Background: an optimization exercise with open tools, aiming at a short achievable clock period and few clock cycles per item. Do not read the settings as production practice.
Function was checked by simulation only, so behaviour that the tests miss may differ from the original.

File: design.v
`timescale 1ns/1ps
module fp_arithmetic_sequence_generator (
    input wire clk,
    input wire rst_n,
    input wire activate,
    input wire [31:0] a1,
    input wire [31:0] d,
    input wire [31:0] n,
    input wire [31:0] saddr,
    output reg done,
    output reg [31:0] mem_addr,
    output reg [31:0] mem_wdata,
    output reg mem_write,
    input wire mem_ready
);
    function automatic [31:0] fadd(input [31:0] a, input [31:0] b);
        reg as, bs, rs;
        reg [7:0] ae, be, re;
        reg [23:0] am, bm;
        reg [24:0] rm;
        reg [4:0] lz;
        integer i;
        begin
            as = a[31]; ae = a[30:23]; am = {1'b1, a[22:0]};
            bs = b[31]; be = b[30:23]; bm = {1'b1, b[22:0]};
            if (ae > be) begin
                bm = bm >> (ae - be);
                re = ae;
            end else begin
                am = am >> (be - ae);
                re = be;
            end
            if (as == bs) begin
                rm = {1'b0, am} + {1'b0, bm}; rs = as;
            end else if (am >= bm) begin
                rm = {1'b0, am - bm}; rs = as;
            end else begin
                rm = {1'b0, bm - am}; rs = bs;
            end
            lz = 5'd0;
            for (i = 0; i < 24; i = i + 1)
                if (rm[i]) lz = 5'd23 - i[4:0];
            if (rm[24]) begin
                rm = rm >> 1; re = re + 8'd1;
            end else if (rm[23:0] != 24'd0) begin
                rm = rm << lz; re = re - {3'd0, lz};
            end else begin
                re = 8'd0;
            end
            fadd = {rs, re, rm[22:0]};
        end
    endfunction
    reg        busy;      
    reg        pend;      
    reg [31:0] rem;       
    reg [31:0] dreg;      
    wire        outst     = mem_write | pend;
    wire        rem_last  = mem_write ? (rem == 32'd1) : (rem == 32'd0);
    always @(posedge clk or negedge rst_n) begin
        if (!rst_n) begin
            busy      <= 1'b0;
            pend      <= 1'b0;
            mem_write <= 1'b0;
            done      <= 1'b0;
        end else if (!busy) begin
            pend      <= 1'b0;
            mem_write <= activate & (n != 32'd0);
            busy      <= activate & (n != 32'd0);
            done      <= activate & (n == 32'd0);
        end else begin
            if (outst & !mem_ready) begin
                pend      <= 1'b1;
                mem_write <= 1'b0;
                done      <= 1'b0;
            end else begin
                pend      <= 1'b0;
                mem_write <= !rem_last;
                done      <= rem_last;
                busy      <= !rem_last;
            end
        end
    end
    always @(posedge clk) begin
        if (!busy) begin
            mem_wdata <= a1;
            dreg      <= d;
            mem_addr  <= saddr;
            rem       <= n;
        end else if (mem_write) begin
            mem_wdata <= fadd(mem_wdata, dreg);
            mem_addr  <= mem_addr + 32'd4;
            rem       <= rem - 32'd1;
        end
    end
endmodule
File: run.sh
#!/bin/bash
# synth_recipe.tcl (not shown) runs the flow's synth.tcl, then flattens the netlist and writes it again
# the make line also repeats each setting of config.mk as NAME=value (left out here)
make -C /OpenROAD-flow-scripts/flow DESIGN_CONFIG=/design/flow/config.mk WORK_HOME=/design/flow/orfs CLKGATE_MAP_FILE= SYNTH_SCRIPT=/design/flow/synth_recipe.tcl finish
File: config.mk
export PLATFORM = sky130hd
export DESIGN_NAME = fp_arithmetic_sequence_generator
export DESIGN_NICKNAME = fp_arithmetic_sequence_generator
export VERILOG_FILES = /design/flow/design.v
export SDC_FILE = /design/flow/constraint.sdc
export NUM_CORES = 4
export LEC_CHECK = 0
export CAP_MARGIN = 20
export CORE_MARGIN = 2
export CORE_UTILIZATION = 40
export SLEW_MARGIN = 20
File: constraint.sdc
create_clock -name core_clock -period 12.0 [get_ports {clk}]
set_input_delay 2.4000 -clock core_clock [delete_from_list [all_inputs] [get_ports {clk}]]
set_output_delay 2.4000 -clock core_clock [all_outputs]
set_load 0.01 [all_outputs]
==> results.txt, run 1 <==
layout cell share with drive strength beyond 1 0.06816; Fin. Hold Viols 0; WL/cell 22.77 um; CTS tree done; number of synthesized register bits 132; min-delay worst type reg2reg; htree depth 4; first-pass GRT wire length 93330 um; row count 72; clock latency on the worst-skew pair 0.47 ns; setup violators final 0; Synth Cell Area 15770 um^2; syn nets 2232; crit-path max FO 25; CTS root buf clkbuf_16; Buffers on Ports 197; Die W 202.6 um; total grt overflow 0; drt pass-1 iters 8; pre-CTS worst setup slack 1.477 ns; CP Capture Type flip-flop; nets@finish 2366; RSZ-0062 raised after global routing no; Hold Crit Start rem[8]; # hold bufs at CTS 0; FF-to-FF setup slack 1.09 ns; Max-slew headroom 0.2205; CTS sink cnt 132; Setup CP Type reg2reg; setup TNS 0 ns; Max Root-Sink Buffers 2; status no timing/DRC/antenna violations; initial antenna violation count 3; ANT nets after route 0; asr flop ratio synth 0.03030; GP Congestion 1.013; Fmax achieved 0.09163 GHz; dpl hpwl 47240 um; final wirelength 60630 um; vias 16285; CORE AREA 38830 um^2; vias in the first global route 15669; Seq/Total Area, Yosys 0.2500; post-CTS sizing 0; WP data required 12.21 ns; CTS Buf Count 17; # DRC 0; Hold WS 0.6748 ns; crit path launch type flip-flop; Area Growth Syn to Fin 18.87%; I/O pin cnt 198; r2r endpoint mem_wdata[29]; largest stage delay on the critical path 0.93 ns; Final period util 0.9095; Yosys warning total 1; Worst Hold End rem[8]; Worst R2R Path Depth 42; Die Ht 202.6 um; worst slew pin tran 1.161 ns; crit path max-delay cell type xnor2_1; max-cap violation count 0; Primary FF master, synth edfxtp_1; reg-to-reg startpoint mem_wdata[23]; largest net degree at the start of global routing 99; Max Slew Vio Count 0; Iter 0 DRT Violations 1819; gr usage total 0.2921; Hold Path Stages 2; Clock transition at path regs 0.06 ns; minimum clock period 10.91 ns; post-CTS setup buffers 0; Mapped Cells 1996; critical path's most frequent cell a21oi_1; vias per std cell 6.115; clock skew 0.02195 ns; crit path DAT 11.12 ns; unique cell type count in the Yosys netlist 93; syn_area_per_cell 7.902 um^2; Initial Util 0.4062; Post-synth EDFFs 128; final setup margin 1.086 ns; Die Area 41040 um^2
-- registers in the layout (all words and copies together), names as in the netlist --
| register | count |
|---|---|
| pend | 1 |
| dreg | 32 |
| done | 1 |
| mem_addr | 32 |
| mem_wdata | 32 |
| rem | 32 |
| mem_write | 1 |
| busy | 1 |
-- stage by stage --
step,area (um^2),utilization,cells
after floorplan,15770,-,1996
after global placement,18210,0.4690,2629
after detailed placement,18210,0.4690,2629
after CTS,18740,0.4827,2660
after global routing,18740,0.4827,2660
final,18750,0.4829,2663
-- routing by layer --
layer,global-route usage,up-vias,share of wire
li1,-,7610,-
met3,0.07512,100,0.091
met1,0.3900,7805,0.43
met2,0.4514,766,0.44
met5,0,-,0.00045
met4,0.1155,4,0.035
-- kinds of logic after synthesis --
logic type | synth area share
AND/OR/NAND/NOR | 0.2116
XOR/XNOR | 0.05743
buffers and inverters | 0.06148
flip-flops | 0.2500
adder cells (fa/ha/maj) | 0.08536
multiplexers | 0.08179
AO/OA/AOI/OAI | 0.2523
-- cells in the final DEF, fill, tap and decap left out, types with 55 or more instances in the layout --
cell and count:
a21oi_1 208, nand2_1 180, o21ai_0 99, mux2i_1 67
inv_1 122, nor3_1 55, nand3_1 57, clkdlybuf4s50_1 197
ha_1 97, edfxtp_1 128, xnor2_1 58, nor2_1 212
-- how the worst max path moves through the flow --
stage	start	end	slack [ns]	depth (start not counted)
after CTS	mem_wdata[23]	mem_wdata[29]	1.42	42
after global placement	mem_wdata[23]	mem_wdata[29]	1.53	42
final	mem_wdata[23]	mem_wdata[29]	1.09	42
after floorplan	mem_wdata[23]	mem_wdata[30]	2.91	47
after global routing	mem_wdata[23]	mem_wdata[29]	0.47	42
after detailed placement	mem_wdata[23]	mem_wdata[29]	1.48	42
-- cell type report --
type,instances,area [um^2]
antenna,3,7.507
clock buffer,17,425.4
clock inverter,14,106.4
fill,3848,20080
inverter,126,473.0
multi-input combinational,1621,10910
sequential,132,3948
tap,518,648.1
timing repair buffer,232,2235
-- critical path: cells and delay by family, from the launching register on --
kind / cells / cell delay, ns
AO/OA/AOI/OAI: 18 / 4.35
AND/OR/NAND/NOR: 11 / 2.03
adder cells (fa/ha/maj): 5 / 1.53
XOR/XNOR: 2 / 1.10
buffers and inverters: 5 / 1.04
flip-flops: 1 / 0.45
multiplexers: 1 / 0.14
-- cells in the mapped netlist (36+ instances only) --
| master | number | area (um^2) |
|---|---|---|
| inv_1 | 123 | 461.7 |
| nor3_1 | 55 | 275.3 |
| edfxtp_1 | 128 | 3844 |
| mux2i_1 | 67 | 670.6 |
| nand3_1 | 57 | 285.3 |
| o21ai_0 | 100 | 500.5 |
| xor2_1 | 36 | 315.3 |
| nand2_1 | 180 | 675.7 |
| ha_1 | 98 | 1226 |
| nor2_1 | 213 | 799.5 |
| a21oi_1 | 208 | 1041 |
| clkbuf_1 | 85 | 319.1 |
| xnor2_1 | 60 | 525.5 |
Testbench counts, summed over its fixed seeds: cycles 11,194, items 10,866.
==> inputs of run 2 (changes only) <==
--- a/config.mk
+++ b/config.mk
@@ -5,7 +5,9 @@
 export SDC_FILE = /design/flow/constraint.sdc
 export NUM_CORES = 4
 export LEC_CHECK = 0
+export ABC_CLOCK_PERIOD_IN_PS = 2000
 export CAP_MARGIN = 20
 export CORE_MARGIN = 2
 export CORE_UTILIZATION = 40
+export SETUP_SLACK_MARGIN = 5
 export SLEW_MARGIN = 20
==> run 2 against run 1 <==
Net effect: still clean on timing, DRC and antenna; utilization increased by 7.7 points; wire length increased by 8.0%; global-route usage increased by 1.9 points; first-iteration DRC count decreased by 6.5%; fmax increased by 27%; sequential cell count unchanged; clock skew decreased by 0.011 ns; count of clock-buffer cells in the layout unchanged; critical endpoint is now mem_wdata[15]; largest cell class unchanged.
==> results.txt, run 2 <==
dpl hpwl 47800 um; CP bufs+invs 19; CP Capture Type flip-flop; largest area contributor in the netlist edfxtp_1; worst slew pin tran 1.109 ns; CTS Buf Count 17; Post-synth EDFFs 128; CP top delay family compound AO/OA/AOI/OAI gates; FF-to-FF setup slack 3.42 ns; first-pass GRT wire length 98600 um; WL/cell 23.21 um; row count 72; crit path max-delay cell type edfxtp_1; Die W 202.6 um; status no timing/DRC/antenna violations; Hold Crit Start pend; CTS root buf clkbuf_16; Iter 0 DRT Violations 1701; WP data required 12.21 ns; Commonest cells post-synth 213 x nor2_1, 208 x a21oi_1, 180 x nand2_1; Primary FF master, synth edfxtp_1; Fmax achieved 0.1166 GHz; Max Slew Vio Count 0; crit path launch type flip-flop; area post-placement 18450 um^2; vias in the first global route 16656; Initial Util 0.4062; reg-to-reg startpoint mem_wdata[23]; clock skew 0.01103 ns; Die Ht 202.6 um; gr usage total 0.3109; antenna cells 0; pre-CTS worst setup slack 1.519 ns; GP Congestion 0.9830; CORE AREA 38830 um^2; unique cell type count in the Yosys netlist 93; Hold Path Stages 3; largest net degree at the start of global routing 83; number of synthesized register bits 132; Die Area 41040 um^2; asr flop ratio synth 0.03030; RSZ-0062 raised after global routing yes; Setup CP Type reg2reg; Design Area, Final 21750 um^2; Synth area leaders edfxtp_1 24%, ha_1 7.8%, a21oi_1 6.6%, nor2_1 5.1%, nand2_1 4.3%; Worst Setup SP mem_wdata[23]; Area Growth Syn to Fin 37.90%; # hold bufs at CTS 0; layout cell share with drive strength beyond 1 0.2280; largest stage delay on the critical path 0.41 ns; Max-slew headroom 0.2552; min-delay worst type reg2reg; I/O pin cnt 198; max-cap violation count 0; syn_area_per_cell 7.902 um^2; top cell type's share of synthesized area 0.2437; htree depth 4; fillers 3547; Buffers on Ports 197; most frequent cells in the layout 209 x nor2_1, 197 x clkdlybuf4s50_1, 175 x a21oi_1, 175 x nand2_1, 170 x buf_4; Fin. Hold Viols 0; commonest non-fill, non-tap cell in the layout nor2_1; Max Root-Sink Buffers 2; setup violators final 0; CTS tree done; initial antenna violation count 0; total grt overflow 0; CTS sink cnt 132; clock latency on the worst-skew pair 0.47 ns; syn nets 2232; setup TNS 0 ns; vias 17209; minimum clock period 8.579 ns; Reg area 3948 um^2; crit path DAT 8.79 ns; # DRC 0; final setup margin 3.421 ns; Seq/Total Area, Yosys 0.2500; cell with the most instances after synthesis nor2_1; Synth Cell Area 15770 um^2; Worst path depth 50; Mapped Cells 1996; Final period util 0.7149; vias per std cell 6.100; critical path's most frequent cell buf_4; Yosys warning total 1; final wirelength 65490 um; area of the multi-input gates 12510 um^2; post-route core utilization 0.5602; Worst R2R Path Depth 50; nets@finish 2526; Clock transition at path regs 0.06 ns; ANT nets after route 0; drt pass-1 iters 5; crit-path max FO 6
==> run 2: path summary, 6_finish.rpt <==
path                                      end
worst max register to register  mem_wdata[15]
worst min register to register           pend
worst max-delay path            mem_wdata[15]
min in group asynchronous           mem_write
max in group asynchronous                busy
worst min-delay path                     pend
==> run 2: per-layer routing <==
layer | GRT usage | wire, um | vias to the layer above
li1 | - | - | 7933
met1 | 0.3981 | 26520 | 8195
met2 | 0.4895 | 29730 | 898
met3 | 0.07881 | 6110 | 183
met4 | 0.1496 | 3125 | 0
met5 | 0 | 0 | -
==> run 2: logic make-up after synthesis <==
group	count (synthesis)	synth area share
and+or+nand+nor	700	0.2116
buffers and inverters	243	0.06148
xor gates and xnor gates	100	0.05743
muxes	104	0.08179
adders and majority gates	104	0.08536
AOI/OAI and AO/OA	613	0.2523
DFF	132	0.2500
==> run 2: area by class of cell <==
class,count,area share
Sequential cell,132,0.1815
Tap cell,518,0.02980
Multi-Input combinational cell,1624,0.5750
Inverter,126,0.02301
Clock buffer,17,0.01956
Clock inverter,15,0.007018
Timing Repair Buffer,389,0.1641
==> run 2: timing repair <==
item	CTS	global route
gates cloned	2	2
resized for setup	202	85
endpoints found under the setup margin	31	31
pin swaps	91	51
buffers inserted	126	37
==> run 2: stage by stage <==
stage / instances / hold WS, ns
2_1_floorplan: 1996 / 0.6087
3_3_place_gp: 2622 / 0.6443
3_5_place_dp: 2622 / 0.6540
4_1_cts: 2782 / 0.6710
5_1_grt: 2821 / 0.7183
6_report: 2821 / 0.6641
==> run 2: worst min-delay path, delay by kind of cell, from the launching register on <==
kind,cells,cell delay [ns]
buffers and inverters,1,0.05
and+or+nand+nor,2,0.22
DFF,1,0.36

## what the ideal ports hide
The flow's constraints put no driver on any port. The routed layouts listed below were extracted and timed again, unchanged, in two steps. Step 1 (the two cells are an assumption about what drives the block):
set clk [get_ports {clk}]
set_driving_cell -lib_cell sky130_fd_sc_hd__clkbuf_16 $clk
set_driving_cell -lib_cell sky130_fd_sc_hd__buf_2 [delete_from_list [all_inputs] $clk]
Step 2 moves the port delays by t, midway between the first and last clock arrival at a register: inputs arrive t later, outputs are due t later. That takes back most of the time a late clock gives input paths. Slacks: ideal ports / drivers / drivers and shift; pairs: ideal ports / drivers.
run	t (ns)	slack for setup (ns)	worst setup path after step 2	clock arrival spread, ns
run 1	0.514	1.086 / 1.086 / 1.086	register to register	0.022 / 0.022
run 2	0.514	3.421 / 3.421 / 3.421	register to register	0.012 / 0.012
After both steps setup and hold are still met in every run listed.
